From an optimization exercise on the open Yosys and OpenROAD flow, aimed at small area and a short achievable clock period; shortcuts taken in it are not production practice.
At most, simulation tests tie the RTL to the original design; equivalence was not proved.
No activity file was given, so power comes from the tool's default toggle rates.

lane 1:
// ArithmaticUnit
module ArithmaticUnit(
		input wire clock_i, isWb_i, enable_i,
		input wire [4:0] wbAddress_i,
		input wire [6:0] opCode_i,
		input wire [15:0] pOperand_i, sOperand_i,
		output reg wbEnable_o,
		output reg [4:0] wbAddress_o,
		output reg [15:0] wbData_o,
		output reg [1:0] statusWriteback_o  
    );
	wire [15:0] P = pOperand_i;
	wire [15:0] S = sOperand_i;
	wire mul = opCode_i[1] & opCode_i[0];
	wire sub = opCode_i[1] & ~opCode_i[0];
	wire as;   
	pa_xor2 u_as (.a(opCode_i[1]), .b(opCode_i[0]), .y(as));
	wire [7:0] one, two, neg;
	assign one[0] = opCode_i[0] ? (~opCode_i[1] | P[0]) : opCode_i[1];
	assign two[0] = opCode_i[1] & opCode_i[0] & P[1] & ~P[0];
	assign neg[0] = opCode_i[1] & (~opCode_i[0] | P[1]);
	genvar k;
	generate for (k = 1; k < 8; k = k + 1) begin : enc
		assign one[k] = mul & (P[2*k] ^ P[2*k-1]);
		assign two[k] = mul & ((P[2*k+1] & ~P[2*k] & ~P[2*k-1]) | (~P[2*k+1] & P[2*k] & P[2*k-1]));
		assign neg[k] = mul & P[2*k+1];
	end endgenerate
	wire pp0_0_n; pa_nand2 u_pp0_0_n (.a(one[0]), .b(S[0]), .y(pp0_0_n));
	wire pp0_0; pa_xnor2 u_pp0_0 (.a(pp0_0_n), .b(neg[0]), .y(pp0_0));
	wire pp0_1_n; pa_aoi22 u_pp0_1_n (.a(one[0]), .b(S[1]), .c(two[0]), .d(S[0]), .y(pp0_1_n));
	wire pp0_1; pa_xnor2 u_pp0_1 (.a(pp0_1_n), .b(neg[0]), .y(pp0_1));
	wire pp0_2_n; pa_aoi22 u_pp0_2_n (.a(one[0]), .b(S[2]), .c(two[0]), .d(S[1]), .y(pp0_2_n));
	wire pp0_2; pa_xnor2 u_pp0_2 (.a(pp0_2_n), .b(neg[0]), .y(pp0_2));
	wire pp0_3_n; pa_aoi22 u_pp0_3_n (.a(one[0]), .b(S[3]), .c(two[0]), .d(S[2]), .y(pp0_3_n));
	wire pp0_3; pa_xnor2 u_pp0_3 (.a(pp0_3_n), .b(neg[0]), .y(pp0_3));
	wire pp0_4_n; pa_aoi22 u_pp0_4_n (.a(one[0]), .b(S[4]), .c(two[0]), .d(S[3]), .y(pp0_4_n));
	wire pp0_4; pa_xnor2 u_pp0_4 (.a(pp0_4_n), .b(neg[0]), .y(pp0_4));
  ...
==> flow/config.mk <==
export PLATFORM = sky130hd
export DESIGN_NAME = ArithmaticUnit
export DESIGN_NICKNAME = ArithmaticUnit
export VERILOG_FILES = /design/flow/design.v
export SDC_FILE = /design/flow/constraint.sdc
export NUM_CORES = 4
export LEC_CHECK = 0
export CAP_MARGIN = 20
export CORE_MARGIN = 2
export CORE_UTILIZATION = 60
export SETUP_SLACK_MARGIN = 2.5
export SLEW_MARGIN = 20
export SYNTH_HIERARCHICAL = 1
export SYNTH_MINIMUM_KEEP_SIZE = 0
==> flow/constraint.sdc <==
create_clock -name core_clock -period 8.0 [get_ports {clock_i}]
set_input_delay 1.6000 -clock core_clock [delete_from_list [all_inputs] [get_ports {clock_i}]]
set_output_delay 1.6000 -clock core_clock [all_outputs]
set_load 0.01 [all_outputs]
standard.sh (not shown) runs the stock make flow with config.mk's settings and CLKGATE_MAP_FILE= SYNTH_SCRIPT=/design/flow/synth_recipe.tcl, a recipe that flattens the netlist after the stock synthesis.
==> flow/flow/run.sh <==
#!/bin/bash
# Standard ORFS layout, with smaller port buffers and free cell resizing.
set -euo pipefail
bash standard.sh MATCH_CELL_FOOTPRINT=0 ABC_LOAD_IN_FF=1 "BUFFER_PORTS_ARGS=-buffer_cell sky130_fd_sc_hd__buf_1" finish > make_finish.log 2>&1
Lane 1 finished every step from synthesis to the final layout, and the layout passed the timing, DRC and antenna checks.
[inputs] lane 2 vs lane 1
-- flow/design.v --
<<< lane 1, line 15
	wire mul = opCode_i[1] & opCode_i[0];
	wire sub = opCode_i[1] & ~opCode_i[0];
	wire as;   
	pa_xor2 u_as (.a(opCode_i[1]), .b(opCode_i[0]), .y(as));
	wire [7:0] one, two, neg;
	assign one[0] = opCode_i[0] ? (~opCode_i[1] | P[0]) : opCode_i[1];
>>> lane 2, line 15
	wire mul = opCode_i[1] & opCode_i[0];
	wire sub = opCode_i[1] & ~opCode_i[0];
	wire as  = opCode_i[1] ^ opCode_i[0];
	wire [7:0] one, two, neg;
	assign one[0] = opCode_i[0] ? (~opCode_i[1] | P[0]) : opCode_i[1];
<<< lane 1, line 359
	assign y = (a & b) | (a & c) | (b & c);
endmodule
module pa_nor2(input wire a, b, output wire y);
	assign y = ~(a | b);
endmodule
module pa_inv(input wire a, output wire y);
	assign y = ~a;
endmodule
module pa_aoi21(input wire a1, a2, b1, output wire y);
	assign y = ~((a1 & a2) | b1);
endmodule
module pa_oai21(input wire a1, a2, b1, output wire y);
	assign y = ~((a1 | a2) & b1);
endmodule
module pa_fa(input wire a, b, c, output wire s, co);
	assign s = a ^ b ^ c;
>>> lane 2, line 358
	assign y = (a & b) | (a & c) | (b & c);
endmodule
module pa_fa(input wire a, b, c, output wire s, co);
	assign s = a ^ b ^ c;
[summary]
- In the reports for lane 1 and lane 2, the smaller placeable core region belongs to lane 1.
- Delta (lane 2 minus lane 1): met1 global-route usage shows a reduction of 4.0 points; number of global-route vias before repair shows an increase of 117; clock group share of total power shows a reduction of 0.4 points; setup slack shows an increase of 140 ps.
- On area added between synthesis and finish, the lower figure sits with lane 2, not lane 1.
Only the layout flow was run in lane 1; the RTL was not checked for function there.

---

v6:
ArithmaticUnit, a different RTL version from the one above (not shown whole).
For scale: ~450 cells after synthesis, roughly 71 I/O pins.
export LEC_CHECK = 0
export CAP_MARGIN = 20
export CORE_MARGIN = 2
export CORE_UTILIZATION = 50
export SETUP_SLACK_MARGIN = 2.5
export SLEW_MARGIN = 20
export SYNTH_HIERARCHICAL = 1
export SYNTH_MINIMUM_KEEP_SIZE = 0
create_clock -name core_clock -period 8.0 [get_ports {clock_i}]
Scripts as last shown in full above: flow/flow/run.sh
The following lists how v7 was set up differently from v6:
--- a/flow/design.v
+++ b/flow/design.v
@@ -320,16 +320,13 @@
 	pa_xor2 u_sum_11 (.a(p0[11]), .b(g4_10), .y(sum[11]));
 	pa_xor2 u_sum_12 (.a(p0[12]), .b(g4_11), .y(sum[12]));
 	pa_xor2 u_sum_13 (.a(p0[13]), .b(g4_12), .y(sum[13]));
 	pa_xor2 u_sum_14 (.a(p0[14]), .b(g4_13), .y(sum[14]));
 	pa_xor2 u_sum_15 (.a(p0[15]), .b(g4_14), .y(sum[15]));
 	assign sum[16] = g4_15;
-	wire x15 = P[15] ^ S[15] ^ (opCode_i[1] & ~opCode_i[0]);
-	wire cout_g1 = x15 ? p0[15] : P[15];    
-	wire cout_g0 = x15 ? ~p0[15] : P[15];   
-	wire cout = g4_14 ? cout_g1 : cout_g0;
+	wire cout = sum[16] | hc5 | fc4 | fc5 | fc18 | fc19 | fc29 | fc42;
 	wire arith = ~|opCode_i[6:2];
 	always @(posedge clock_i)
 	begin
 		if (enable_i)
 		begin
 			wbEnable_o <= isWb_i & |opCode_i;
[summary]
- v7 completed every stage of the flow, and the final layout passed the timing, DRC and antenna checks.
- Run comparison: v6 cell with the largest stage delay on the worst path sky130_fd_sc_hd__ha_1; v7 cell with the largest stage delay on the worst path sky130_fd_sc_hd__or3b_4
- Against v6, v7 comes in 0.046 ns higher on slew at the pin with the worst max-slew slack.
- Compared v7 vs v6, and synthesis-to-layout area growth is down in v7.
- Compared v7 against v6; sequential share of layout area within noise.
- v6 → v7: final worst-path setup slack went up 0.068 ns; last weighted congestion value of the routability-driven placer went down about 11%; first-pass GRT wire length went down 440 um.
Function was not checked in any run of this note: the RTL went through the layout flow alone.

---

Setup of oak:
RTL: one of the versions met above, not the one the previous note started from.
For scale: ~24 flip-flops, ~71 I/O pins, about 4400 sq um of cells after synthesis.
==> flow/design.v (excerpt) <==
module ArithmaticUnit(
		input wire clock_i, isWb_i, enable_i,
		input wire [4:0] wbAddress_i,
		input wire [6:0] opCode_i,
		input wire [15:0] pOperand_i, sOperand_i,
		output reg wbEnable_o,
		output reg [4:0] wbAddress_o,
		output reg [15:0] wbData_o,
		output reg [1:0] statusWriteback_o  
    );
	wire [15:0] P = pOperand_i;
	wire [15:0] S = sOperand_i;
	wire mul = opCode_i[1] & opCode_i[0];
	wire sub = opCode_i[1] & ~opCode_i[0];
	wire as  = opCode_i[1] ^ opCode_i[0];
	wire [7:0] one, two, neg;
	assign one[0] = opCode_i[0] ? (~opCode_i[1] | P[0]) : opCode_i[1];
	assign two[0] = opCode_i[1] & opCode_i[0] & P[1] & ~P[0];
	assign neg[0] = opCode_i[1] & (~opCode_i[0] | P[1]);
	genvar k;
	generate for (k = 1; k < 8; k = k + 1) begin : enc
		assign one[k] = mul & (P[2*k] ^ P[2*k-1]);
		assign two[k] = mul & ((P[2*k+1] & ~P[2*k] & ~P[2*k-1]) | (~P[2*k+1] & P[2*k] & P[2*k-1]));
		assign neg[k] = mul & P[2*k+1];
	end endgenerate
	wire pp0_0_n; pa_nand2 u_pp0_0_n (.a(one[0]), .b(S[0]), .y(pp0_0_n));
	wire pp0_0; pa_xnor2 u_pp0_0 (.a(pp0_0_n), .b(neg[0]), .y(pp0_0));
	wire pp0_1_n; pa_aoi22 u_pp0_1_n (.a(one[0]), .b(S[1]), .c(two[0]), .d(S[0]), .y(pp0_1_n));
	wire pp0_1; pa_xnor2 u_pp0_1 (.a(pp0_1_n), .b(neg[0]), .y(pp0_1));
	wire pp0_2_n; pa_aoi22 u_pp0_2_n (.a(one[0]), .b(S[2]), .c(two[0]), .d(S[1]), .y(pp0_2_n));
	wire pp0_2; pa_xnor2 u_pp0_2 (.a(pp0_2_n), .b(neg[0]), .y(pp0_2));
	wire pp0_3_n; pa_aoi22 u_pp0_3_n (.a(one[0]), .b(S[3]), .c(two[0]), .d(S[2]), .y(pp0_3_n));
  ...
clock: 8.0 ns
lec_check: 0
cap_margin: 20
core_margin: 2
core_utilization: 50
setup_slack_margin: 2.5
slew_margin: 20
synth_hierarchical: 1
synth_minimum_keep_size: 0
Scripts as last shown in full above: flow/flow/run.sh
For pine, these inputs were changed with respect to oak:
-- flow/design.v --
<<< oak, line 15
	wire mul = opCode_i[1] & opCode_i[0];
	wire sub = opCode_i[1] & ~opCode_i[0];
	wire as  = opCode_i[1] ^ opCode_i[0];
	wire [7:0] one, two, neg;
	assign one[0] = opCode_i[0] ? (~opCode_i[1] | P[0]) : opCode_i[1];
>>> pine, line 15
	wire mul = opCode_i[1] & opCode_i[0];
	wire sub = opCode_i[1] & ~opCode_i[0];
	wire as;   
	pa_xor2 u_as (.a(opCode_i[1]), .b(opCode_i[0]), .y(as));
	wire [7:0] one, two, neg;
	assign one[0] = opCode_i[0] ? (~opCode_i[1] | P[0]) : opCode_i[1];
<<< oak, line 358
	assign y = (a & b) | (a & c) | (b & c);
endmodule
module pa_fa(input wire a, b, c, output wire s, co);
	assign s = a ^ b ^ c;
>>> pine, line 359
	assign y = (a & b) | (a & c) | (b & c);
endmodule
module pa_nor2(input wire a, b, output wire y);
	assign y = ~(a | b);
endmodule
module pa_inv(input wire a, output wire y);
	assign y = ~a;
endmodule
module pa_aoi21(input wire a1, a2, b1, output wire y);
	assign y = ~((a1 & a2) | b1);
endmodule
module pa_oai21(input wire a1, a2, b1, output wire y);
	assign y = ~((a1 | a2) & b1);
endmodule
module pa_fa(input wire a, b, c, output wire s, co);
	assign s = a ^ b ^ c;
==> summary.txt <==
oak → pine: post-placement cell count down about 1.2%, clock period minus final worst setup slack picked up an extra 0.11 ns, per-cell routed wire length higher, cell count along the critical path climbed 2, worst-case setup margin in the final layout now sits lower. Global-route wire length before repair (pine over oak): increase, 4.8%. pine vs oak: worst hold slack down in pine. On summed area of non-filler cells in the final layout, oak beats pine.
Function not checked in pine: the RTL went through the layout flow alone.

---

== xenon ==
Another version of the RTL of ArithmaticUnit (not shown whole).
Size in the first run: about 540 cells after synthesis, about 24 flip-flops, roughly 71 I/O pins, about 4600 um^2 of cells after synthesis.
Settings: LEC_CHECK=0, CAP_MARGIN=20, CORE_MARGIN=2, CORE_UTILIZATION=60, SETUP_SLACK_MARGIN=2.5, SLEW_MARGIN=20, SYNTH_HIERARCHICAL=1, SYNTH_MINIMUM_KEEP_SIZE=0; clock period 8.0 ns.
Scripts as last shown in full above: flow/flow/run.sh
--- input diff xenon..sierra ---
--- a/flow/design.v
+++ b/flow/design.v
@@ -371,19 +371,20 @@
 	pa_xor2 u_sum_8 (.a(p0[8]), .b(g3_7), .y(sum[8]));
 	pa_xnor2 u_sum_9 (.a(p0[9]), .b(g4_8), .y(sum[9]));
 	pa_xnor2 u_sum_10 (.a(p0[10]), .b(g4_9), .y(sum[10]));
 	pa_xnor2 u_sum_11 (.a(p0[11]), .b(g4_10), .y(sum[11]));
 	pa_xnor2 u_sum_12 (.a(p0[12]), .b(g4_11), .y(sum[12]));
 	pa_xnor2 u_sum_13 (.a(p0[13]), .b(g4_12), .y(sum[13]));
 	pa_xnor2 u_sum_14 (.a(p0[14]), .b(g4_13), .y(sum[14]));
 	pa_xnor2 u_sum_15 (.a(p0[15]), .b(g4_14), .y(sum[15]));
 	assign sum[16] = ~g4_15;
-	wire cout = sum[16] | hc5 | fc4 | fc5 | fc18 | fc19 | fc29 | fc42;
+	wire cearly_n = ~(hc5 | fc4 | fc5 | fc18 | fc19 | fc29 | fc42);
+	wire cout; pa_nand2 u_cout (.a(g4_15), .b(cearly_n), .y(cout));
 	wire arith = ~|opCode_i[6:2];
 	always @(posedge clock_i)
 	begin
 		if (enable_i)
 		begin
 			wbEnable_o <= isWb_i & |opCode_i;
 			wbAddress_o <= wbAddress_i;
 			if (arith) wbData_o <= sum[15:0];
 			if (arith & as) statusWriteback_o <= {~opCode_i[1] & cout, opCode_i[1] & ~cout};
Results
Looking at the reports, sierra completed the entire flow and the layout it produced met the timing, DRC and antenna checks.
Compared with xenon, in sierra standard cell area after detailed placement now sits at about the same level; global-route wire length before repair fell by 620 um; die outline area comparable; combinational-cell power consumption lost about 6%; fraction of layout cells with a size suffix above 1 decreased 4.5 points.
Between sierra and xenon, the clock network power share does not differ in any meaningful way.
Delta (sierra minus xenon): final area fell by about 3%, smallest setup slack after layout moved up.
Changes observed in sierra relative to xenon: wire length per cell fell 6.1%; total power after layout lost 5.2%.
No functional check of the RTL was part of any run of this note.

---

ArithmaticUnit, a different RTL version from the one above (not shown whole).
Size: about 24 flip-flops, about 4500 µm² of cells after synthesis.
export LEC_CHECK = 0
export CAP_MARGIN = 20
export CORE_MARGIN = 2
export CORE_UTILIZATION = 60
export SETUP_SLACK_MARGIN = 2.5
export SLEW_MARGIN = 20
export SYNTH_HIERARCHICAL = 1
export SYNTH_MINIMUM_KEEP_SIZE = 0
create_clock -name core_clock -period 8.0 [get_ports {clock_i}]
Scripts as last shown in full above: flow/flow/run.sh
==> next run, changes <==
--- a/flow/design.v
+++ b/flow/design.v
@@ -343,21 +343,22 @@
 	pa_xnor2 u_sum_7 (.a(p0[7]), .b(g3_6), .y(sum[7]));
 	pa_xor2 u_sum_8 (.a(p0[8]), .b(g3_7), .y(sum[8]));
 	pa_xor2 u_sum_9 (.a(p0[9]), .b(g4_8), .y(sum[9]));
 	pa_xnor2 u_sum_10 (.a(p0[10]), .b(g4_9), .y(sum[10]));
 	pa_xnor2 u_sum_11 (.a(p0[11]), .b(g4_10), .y(sum[11]));
 	pa_xor2 u_sum_12 (.a(p0[12]), .b(g4_11), .y(sum[12]));
 	pa_xnor2 u_sum_13 (.a(p0[13]), .b(g4_12), .y(sum[13]));
 	pa_xor2 u_sum_14 (.a(p0[14]), .b(g4_13), .y(sum[14]));
 	pa_xor2 u_sum_15 (.a(p0[15]), .b(g4_14), .y(sum[15]));
 	assign sum[16] = ~g4_15;
-	wire cout = sum[16] | hc5 | fc4 | fc5 | fc18 | fc19 | fc29 | fc42;
+	wire cearly_n = ~(hc5 | fc4 | fc5 | fc18 | fc19 | fc29 | fc42);
+	wire cout; pa_nand2 u_cout (.a(g4_15), .b(cearly_n), .y(cout));
 	wire arith = ~|opCode_i[6:2];
 	always @(posedge clock_i)
 	begin
 		if (enable_i)
 		begin
 			wbEnable_o <= isWb_i & |opCode_i;
 			wbAddress_o <= wbAddress_i;
 			if (arith) wbData_o <= sum[15:0];
 			if (arith & as) statusWriteback_o <= {~opCode_i[1] & cout, opCode_i[1] & ~cout};
 		end
Worst setup slack improved by 0.054 ns.
Synthesized area is unchanged.
Total power went down by 6.0%.
Clock power is about the same.
Wire length went down by about 0.8%.
Non-clock buffer count went down by 6.
Flip-flop and latch count stays the same.
Function was not checked in any run of this note: the RTL went through the layout flow alone.

## what the ideal ports hide
How much do the figures lean on ideal ports? The routed layouts below were timed once more, with nothing changed but the port constraints. Step 1: set_driving_cell puts a clkbuf_16 on clock_i and a buf_2 on each other input, an assumption about the parent block. Step 2 times the ports against the registers' clock, not the clock port: input delays grow and output delays shrink by t, the midpoint of the rising clock arrivals with the driver on. a / b / c = ideal / step 1 / step 2; a / b = the first two.
run	shift t [ns]	setup WS [ns]	hold slack, ns
lane 1	0.297	2.649 / 2.655 / 2.358	1.494 / 1.491 / 1.788
lane 2	0.295	2.787 / 2.797 / 2.502	1.488 / 1.484 / 1.779
v6	0.312	2.467 / 2.456 / 2.144	1.471 / 1.465 / 1.777
v7	0.307	2.536 / 2.532 / 2.224	1.489 / 1.488 / 1.795
oak	0.300	2.779 / 2.789 / 2.488	1.492 / 1.485 / 1.785
pine	0.312	2.673 / 2.680 / 2.367	1.466 / 1.462 / 1.774
xenon	0.307	2.634 / 2.642 / 2.335	1.485 / 1.479 / 1.786
sierra	0.295	2.810 / 2.806 / 2.511	1.491 / 1.489 / 1.784
the first run of note 5	0.298	2.707 / 2.715 / 2.417	1.485 / 1.482 / 1.781
the second run of note 5	0.301	2.761 / 2.738 / 2.437	1.479 / 1.472 / 1.773
After both steps setup and hold are still met in every run listed. For the second run of note 5, which loses most, drivers alone change the setup slack by -0.023 ns; drivers and shift together by -0.324 ns.
